What follows belongs to an exercise in optimizing a design on an open flow for small area and a short achievable clock period; a production flow would make more cautious choices. Function was checked by simulation only, so behaviour that the tests miss may differ from the original. Power figures rest on the tool's default switching activity, not on a simulated workload.

==> run K: inputs <==
==> flow/design.v (excerpt) <==
module sysarray_flat (
    input  wire         clk,
    input  wire         rst,
    input  wire         clr,
    input  wire [23:0]  a_left,
    input  wire [23:0]  b_top,
    output wire [161:0] acc_out
);
export LEC_CHECK = 0
export CAP_MARGIN = 20
export CORE_MARGIN = 2
export CORE_UTILIZATION = 40
export CTS_BUF_LIST = sky130_fd_sc_hd__clkbuf_4 sky130_fd_sc_hd__clkbuf_8
export SETUP_SLACK_MARGIN = 1.1
export SLEW_MARGIN = 20
export SYNTH_HIERARCHICAL = 1
export SYNTH_MINIMUM_KEEP_SIZE = 0
create_clock -name core_clock -period 5.0 [get_ports {clk}]
standard.sh (not shown) runs the stock make flow with config.mk's settings and CLKGATE_MAP_FILE= SYNTH_SCRIPT=/design/flow/synth_recipe.tcl, a recipe that flattens the netlist after the stock synthesis.
==> flow/flow/run.sh <==
#!/bin/bash
set -euo pipefail
export BUFFER_PORTS_ARGS="-buffer_cell sky130_fd_sc_hd__buf_1"
export PRE_RESIZE_TCL="$PWD/flow/pre_resize.tcl"
bash standard.sh > standard.log 2>&1
==> flow/flow/pre_resize.tcl <==
# Input-port buffers (named input* by buffer_ports) to buf_4.
set n 0
foreach inst [get_cells input*] {
  if { [get_property $inst ref_name] == "sky130_fd_sc_hd__buf_1" } {
    replace_cell $inst sky130_fd_sc_hd__buf_4
    incr n
  }
}
puts "pre_resize: $n input buffers made sky130_fd_sc_hd__buf_4"
==> inputs of run R, as changes to run K <==
--- a/flow/design.v
+++ b/flow/design.v
@@ -6,11 +6,11 @@
     input  logic        clr,
     input  logic [7:0]  a_in,
     input  logic [7:0]  b_in,
     output logic [17:0] acc_out
 );
-    logic [17:0] rx, ry, sum;
+    logic [17:0] sum;
     logic pp0_0;
     logic pp0_1;
     logic pp0_2;
     logic pp0_3;
     logic pp0_4;
@@ -113,10 +113,11 @@
     logic fa_c12;
     logic fa_s13;
     logic fa_c13;
     logic fa_s14;
     logic fa_c14;
+    logic iv_s0;
     logic fa_s15;
     logic fa_c15;
     logic fa_s16;
     logic fa_c16;
     logic fa_s17;
@@ -197,20 +198,18 @@
     logic fx_s13;
     logic fx_c13;
     logic fx_s13_xy;
     logic fa_s33;
     logic fa_c33;
-    logic inv_s0;
-    logic inv_c0;
-    logic inv_s1;
-    logic inv_c1;
-    logic inv_s2;
-    logic inv_c2;
-    logic cpc0;
-    logic cpc1;
-    logic cpc2;
-    logic cpc3;
+    logic ha_s7;
+    logic ha_c7;
+    logic rc_s0;
+    logic rc_c0;
+    logic rc_s1;
+    logic rc_c1;
+    logic rc_s2;
+    logic rc_c2;
     logic pp_p4;
     logic pp_g4;
     logic pp_p5;
     logic pp_g5;
     logic pp_p6;
@@ -231,14 +230,17 @@
     logic pp_g13;
     logic pp_p14;
     logic pp_g14;
     logic pp_p15;
     logic pp_g15;
+    logic iv_s1;
     logic pp_p16;
     logic pp_g16;
+    logic iv_s2;
     logic pp_p17;
     logic pp_g17;
+    logic iv_s3;
     logic pg1;
     logic pg2;
     logic pq3;
     logic pg4;
     logic pq5;
@@ -354,11 +356,11 @@
     fa u_fa_s0 (.x(pp1_5), .y(acc_out[6]), .z(pp0_6), .s(fa_s0), .c(fa_c0));
     ha u_ha_s1 (.x(pp2_4), .y(pp3_3), .s(ha_s1), .c(ha_c1));
     fa u_fa_s1 (.x(pp1_6), .y(acc_out[7]), .z(pp0_7), .s(fa_s1), .c(fa_c1));
     fa u_fa_s2 (.x(pp4_3), .y(pp2_5), .z(pp3_4), .s(fa_s2), .c(fa_c2));
     ha u_ha_s2 (.x(pp5_2), .y(pp6_1), .s(ha_s2), .c(ha_c2));
-    assign fa1_s0 = ~(acc_out[8] ^ pp1_7);
+    assign fa1_s0 = acc_out[8] ^ pp1_7;
     assign fa1_c0 = acc_out[8] | pp1_7;
     fa u_fa_s3 (.x(pp4_4), .y(pp2_6), .z(pp3_5), .s(fa_s3), .c(fa_c3));
     fa u_fa_s4 (.x(pp7_1), .y(pp5_3), .z(pp6_2), .s(fa_s4), .c(fa_c4));
     fa u_fa_s5 (.x(pp3_6), .y(acc_out[9]), .z(pp2_7), .s(fa_s5), .c(fa_c5));
     fa u_fa_s6 (.x(pp6_3), .y(pp4_5), .z(pp5_4), .s(fa_s6), .c(fa_c6));
@@ -370,11 +372,12 @@
     fa u_fa_s10 (.x(ha_s0), .y(pp4_1), .z(pp5_0), .s(fa_s10), .c(fa_c10));
     fa u_fa_s11 (.x(pp6_0), .y(pp4_2), .z(pp5_1), .s(fa_s11), .c(fa_c11));
     fa u_fa_s12 (.x(fa_s0), .y(ha_c0), .z(ha_s1), .s(fa_s12), .c(fa_c12));
     fa u_fa_s13 (.x(ha_s2), .y(pp7_0), .z(ha_c1), .s(fa_s13), .c(fa_c13));
     fa u_fa_s14 (.x(fa_s2), .y(fa_c0), .z(fa_s1), .s(fa_s14), .c(fa_c14));
-    fa u_fa_s15 (.x(fa_c1), .y(ha_c2), .z(fa1_s0), .s(fa_s15), .c(fa_c15));
+    pinv u_iv_s0 (.a(fa1_s0), .y(iv_s0));
+    fa u_fa_s15 (.x(fa_c1), .y(ha_c2), .z(iv_s0), .s(fa_s15), .c(fa_c15));
     fa u_fa_s16 (.x(fa_s4), .y(fa_c2), .z(fa_s3), .s(fa_s16), .c(fa_c16));
     fa u_fa_s17 (.x(fa_c3), .y(pp7_2), .z(fa1_c0), .s(fa_s17), .c(fa_c17));
     fa u_fa_s18 (.x(fa_s6), .y(fa_c4), .z(fa_s5), .s(fa_s18), .c(fa_c18));
     fa u_fa_s19 (.x(pp7_3), .y(pp5_5), .z(pp6_4), .s(fa_s19), .c(fa_c19));
     fa u_fa_s20 (.x(fa_s7), .y(fa_c5), .z(fa_c6), .s(fa_s20), .c(fa_c20));
@@ -433,37 +436,36 @@
     maj3m u_fx_c12 (.a(fa_c22), .b(fa_s28), .c(fx_c4), .y(fx_c12));
     xor2m u_fx_s13_xy (.a(fa_c23), .b(fa_s29), .y(fx_s13_xy));
     xor2m u_fx_s13 (.a(fx_s13_xy), .b(fa_c28), .y(fx_s13));
     maj3m u_fx_c13 (.a(fa_c23), .b(fa_s29), .c(fa_c28), .y(fx_c13));
     fa u_fa_s33 (.x(fa_c29), .y(acc_out[14]), .z(pp7_7), .s(fa_s33), .c(fa_c33));
-    assign inv_s0 = ~acc_out[15];
-    assign inv_c0 = acc_out[15];
-    assign inv_s1 = ~acc_out[16];
-    assign inv_c1 = acc_out[16];
-    assign inv_s2 = ~acc_out[17];
-    assign inv_c2 = acc_out[17];
-    assign rx = {inv_c1, inv_c0, inv_s0, fa_s33, fx_s13, fx_s12, fx_s11, fx_c9, fx_c8, fx_c7, fx_c6, fx_c5, fa_c32, fa_c31, fa_c30, ha_c6, pp1_0, acc_out[0]};
-    assign ry = {inv_s2, inv_s1, fa_c33, fx_c13, fx_c12, fx_c11, fx_c10, fx_s10, fx_s9, fx_s8, fx_s7, fx_s6, fx_s5, fa_s32, fa_s31, fa_s30, ha_s6, pp0_0};
-    ha u_cpa0 (.x(acc_out[0]), .y(pp0_0), .s(sum[0]), .c(cpc0));
-    fa u_cpa1 (.x(cpc0), .y(pp1_0), .z(ha_s6), .s(sum[1]), .c(cpc1));
-    fa u_cpa2 (.x(cpc1), .y(ha_c6), .z(fa_s30), .s(sum[2]), .c(cpc2));
-    fa u_cpa3 (.x(cpc2), .y(fa_c30), .z(fa_s31), .s(sum[3]), .c(cpc3));
+    ha u_ha_s7 (.x(acc_out[0]), .y(pp0_0), .s(ha_s7), .c(ha_c7));
+    fa u_rc_s0 (.x(ha_c7), .y(pp1_0), .z(ha_s6), .s(rc_s0), .c(rc_c0));
+    fa u_rc_s1 (.x(rc_c0), .y(ha_c6), .z(fa_s30), .s(rc_s1), .c(rc_c1));
+    fa u_rc_s2 (.x(rc_c1), .y(fa_c30), .z(fa_s31), .s(rc_s2), .c(rc_c2));
+    pinv u_iv_s1 (.a(acc_out[15]), .y(iv_s1));
+    pinv u_iv_s2 (.a(acc_out[16]), .y(iv_s2));
+    pinv u_iv_s3 (.a(acc_out[17]), .y(iv_s3));
+    assign sum[0] = ha_s7;
+    assign sum[1] = rc_s0;
+    assign sum[2] = rc_s1;
+    assign sum[3] = rc_s2;
     ha u_hpg4 (.x(fa_c31), .y(fa_s32), .s(pp_p4), .c(pp_g4));
     ha u_hpg5 (.x(fa_c32), .y(fx_s5), .s(pp_p5), .c(pp_g5));
     ha u_hpg6 (.x(fx_c5), .y(fx_s6), .s(pp_p6), .c(pp_g6));
     ha u_hpg7 (.x(fx_c6), .y(fx_s7), .s(pp_p7), .c(pp_g7));
     ha u_hpg8 (.x(fx_c7), .y(fx_s8), .s(pp_p8), .c(pp_g8));
     ha u_hpg9 (.x(fx_c8), .y(fx_s9), .s(pp_p9), .c(pp_g9));
     ha u_hpg10 (.x(fx_c9), .y(fx_s10), .s(pp_p10), .c(pp_g10));
-    ha u_hpg11 (.x(fx_s11), .y(fx_c10), .s(pp_p11), .c(pp_g11));
-    ha u_hpg12 (.x(fx_s12), .y(fx_c11), .s(pp_p12), .c(pp_g12));
-    ha u_hpg13 (.x(fx_s13), .y(fx_c12), .s(pp_p13), .c(pp_g13));
-    ha u_hpg14 (.x(fa_s33), .y(fx_c13), .s(pp_p14), .c(pp_g14));
-    ha u_hpg15 (.x(inv_s0), .y(fa_c33), .s(pp_p15), .c(pp_g15));
-    ha u_hpg16 (.x(inv_c0), .y(inv_s1), .s(pp_p16), .c(pp_g16));
-    ha u_hpg17 (.x(inv_c1), .y(inv_s2), .s(pp_p17), .c(pp_g17));
-    paoi u_pg1 (.g1(pp_g4), .p1(pp_p4), .g0(cpc3), .y(pg1));
+    ha u_hpg11 (.x(fx_c10), .y(fx_s11), .s(pp_p11), .c(pp_g11));
+    ha u_hpg12 (.x(fx_c11), .y(fx_s12), .s(pp_p12), .c(pp_g12));
+    ha u_hpg13 (.x(fx_c12), .y(fx_s13), .s(pp_p13), .c(pp_g13));
+    ha u_hpg14 (.x(fx_c13), .y(fa_s33), .s(pp_p14), .c(pp_g14));
+    ha u_hpg15 (.x(fa_c33), .y(iv_s1), .s(pp_p15), .c(pp_g15));
+    ha u_hpg16 (.x(acc_out[15]), .y(iv_s2), .s(pp_p16), .c(pp_g16));
+    ha u_hpg17 (.x(acc_out[16]), .y(iv_s3), .s(pp_p17), .c(pp_g17));
+    paoi u_pg1 (.g1(pp_g4), .p1(pp_p4), .g0(rc_c2), .y(pg1));
     paoi u_pg2 (.g1(pp_g6), .p1(pp_p6), .g0(pp_g5), .y(pg2));
     pnand u_pq3 (.a(pp_p6), .b(pp_p5), .y(pq3));
     paoi u_pg4 (.g1(pp_g8), .p1(pp_p8), .g0(pp_g7), .y(pg4));
     pnand u_pq5 (.a(pp_p8), .b(pp_p7), .y(pq5));
     paoi u_pg6 (.g1(pp_g10), .p1(pp_p10), .g0(pp_g9), .y(pg6));
@@ -508,11 +510,11 @@
     pinv u_pn45 (.a(pg34), .y(pn45));
     paoi u_pg46 (.g1(pg27), .p1(pq28), .g0(pn45), .y(pg46));
     poai u_pg47 (.g1(pg35), .p1(pq36), .g0(pg34), .y(pg47));
     pinv u_pn48 (.a(pg34), .y(pn48));
     paoi u_pg49 (.g1(pg38), .p1(pq40), .g0(pn48), .y(pg49));
-    assign sum[4] = pp_p4 ^ cpc3;
+    assign sum[4] = pp_p4 ^ rc_c2;
     assign sum[5] = ~(pp_p5 ^ pg1);
     assign sum[6] = ~(pp_p6 ^ pg15);
     assign sum[7] = pp_p7 ^ pg16;
     assign sum[8] = ~(pp_p8 ^ pg29);
     assign sum[9] = pp_p9 ^ pg31;
@@ -537,29 +539,18 @@
     output logic c
 );
     assign s = x ^ y ^ z;
     assign c = (x & y) | (x & z) | (y & z);
 endmodule
-module bsel (
-    input  logic one,
-    input  logic two,
-    input  logic neg,
-    input  logic x,
-    input  logic y,
-    output logic p
-);
-    assign p = ((one & x) | (two & y)) ^ neg;
-endmodule
-module bseln (
-    input  logic one,
-    input  logic two,
-    input  logic neg,
+module ha (
     input  logic x,
     input  logic y,
-    output logic p
+    output logic s,
+    output logic c
 );
-    assign p = ~(((one & x) | (two & y)) ^ neg);
+    assign s = x ^ y;
+    assign c = x & y;
 endmodule
 module xor2m (input logic a, input logic b, output logic y);
     assign y = a ^ b;
 endmodule
 module maj3m (input logic a, input logic b, input logic c, output logic y);
@@ -578,19 +569,10 @@
     assign y = ~(a | b);
 endmodule
 module pinv (input logic a, output logic y);
     assign y = ~a;
 endmodule
-module ha (
-    input  logic x,
-    input  logic y,
-    output logic s,
-    output logic c
-);
-    assign s = x ^ y;
-    assign c = x & y;
-endmodule
 `default_nettype none
 `timescale 1ns/1ns
 module sysarray (
     input  logic               clk,
     input  logic               rst,
--- a/flow/config.mk
+++ b/flow/config.mk
@@ -7,9 +7,12 @@
 export LEC_CHECK = 0
 export CAP_MARGIN = 20
 export CORE_MARGIN = 2
 export CORE_UTILIZATION = 40
 export CTS_BUF_LIST = sky130_fd_sc_hd__clkbuf_4 sky130_fd_sc_hd__clkbuf_8
+export CTS_CLUSTER_DIAMETER = 60
+export CTS_CLUSTER_SIZE = 16
+export PLACE_DENSITY = 0.75
 export SETUP_SLACK_MARGIN = 1.1
 export SLEW_MARGIN = 20
 export SYNTH_HIERARCHICAL = 1
 export SYNTH_MINIMUM_KEEP_SIZE = 0
==> inputs of run P, as changes to run K <==
==> flow/flow/run.sh (replaced) <==
#!/bin/bash
# The standard layout, with every port buffered by the smallest buffer
# (sky130_fd_sc_hd__buf_1) rather than the cell buffer_ports picks by itself;
# repair_design and repair_timing resize them afterwards where needed.
set -euo pipefail
export BUFFER_PORTS_ARGS="-buffer_cell sky130_fd_sc_hd__buf_1"
bash standard.sh > standard.log 2>&1
removed: flow/flow/pre_resize.tcl
==> comparison table <==
|  | run R | run K | run P |
|---|---|---|---|
| Portion of total power attributed to the clock network | 0.147 | 0.159 | 0.172 |
| Sequential element share of the synthesized area | 0.192 | 0.191 | 0.191 |
| Highest metal layer with signal wires | met5 | met4 | met5 |
| Part of the cycle the worst path needs | 0.754 | 0.751 | 0.757 |
| Drt wl/cell | 17.0 µm | 17.2 µm | 17.2 µm |
| Max frequency | 265 MHz | 266 MHz | 264 MHz |
| Clk latency of the worst-skew pair | 0.65 ns | 0.64 ns | 0.65 ns |
| RR Endpoint | u_arr.g_row[1].g_col[1].u_pe.acc_out[12] | u_arr.g_row[2].g_col[2].u_pe.acc_out[17] | u_arr.g_row[2].g_col[2].u_pe.acc_out[17] |
| Startpoint types | primary input | flop | primary input |
| FILL cells | 6302 | 6443 | 6435 |
| Worst-case hold path end point | u_arr.g_row[0].g_col[1].g_hop.b_q[3] | u_arr.g_row[2].g_col[1].g_hop.a_q[0] | u_arr.g_row[2].g_col[1].g_hop.a_q[1] |
| Cts repair resizes | 7 | 5 | 10 |
| Part of the total power dissipated in combinational logic | 0.667 | 0.660 | 0.650 |
| Total power | 14.8 mW | 15.2 mW | 15.5 mW |
| Total inserted antenna cells | 0 | 3 | 2 |
| Result of the run | finished clean | finished clean | finished clean |
| Inserted Clock Buffers | 39 | 54 | 53 |
| Launching point of the worst reg2reg path | u_arr.g_row[1].g_col[0].g_hop.b_q[6] | u_arr.g_row[2].g_col[1].g_hop.b_q[6] | u_arr.g_row[2].g_col[1].g_hop.a_q[6] |
| Number of nets in the layout | 3508 | 3523 | 3528 |
| Sequential fraction of total cell area | 0.174 | 0.173 | 0.173 |

==> static timing again, ports no longer ideal <==
No port has a modelled driver above. Below, the same layouts with a new extraction and two added sets of constraints.
Step 1 assumes that a clkbuf_16 drives the clock port and a buf_2 every other input.
Step 2 times the ports against the registers' clock, not the clock port: input delays grow and output delays shrink by t, the midpoint of the rising clock arrivals with the driver on.
Slacks: ideal / step 1 / step 2; pairs: ideal / step 1.
run	t, ns	setup slack, ns	hold WS [ns]	worst setup path at the end
run K	0.694	1.247 / 1.247 / 0.599	0.531 / 0.531 / 0.531	input to register
run R	0.679	1.232 / 1.258 / 0.589	0.557 / 0.557 / 0.557	input to register
run P	0.693	1.213 / 1.232 / 0.539	0.542 / 0.542 / 0.542	input to register
After both steps every run listed still meets setup and hold. For run P, which loses most, drivers alone change the setup slack by +0.019 ns; drivers and shift together by -0.674 ns.
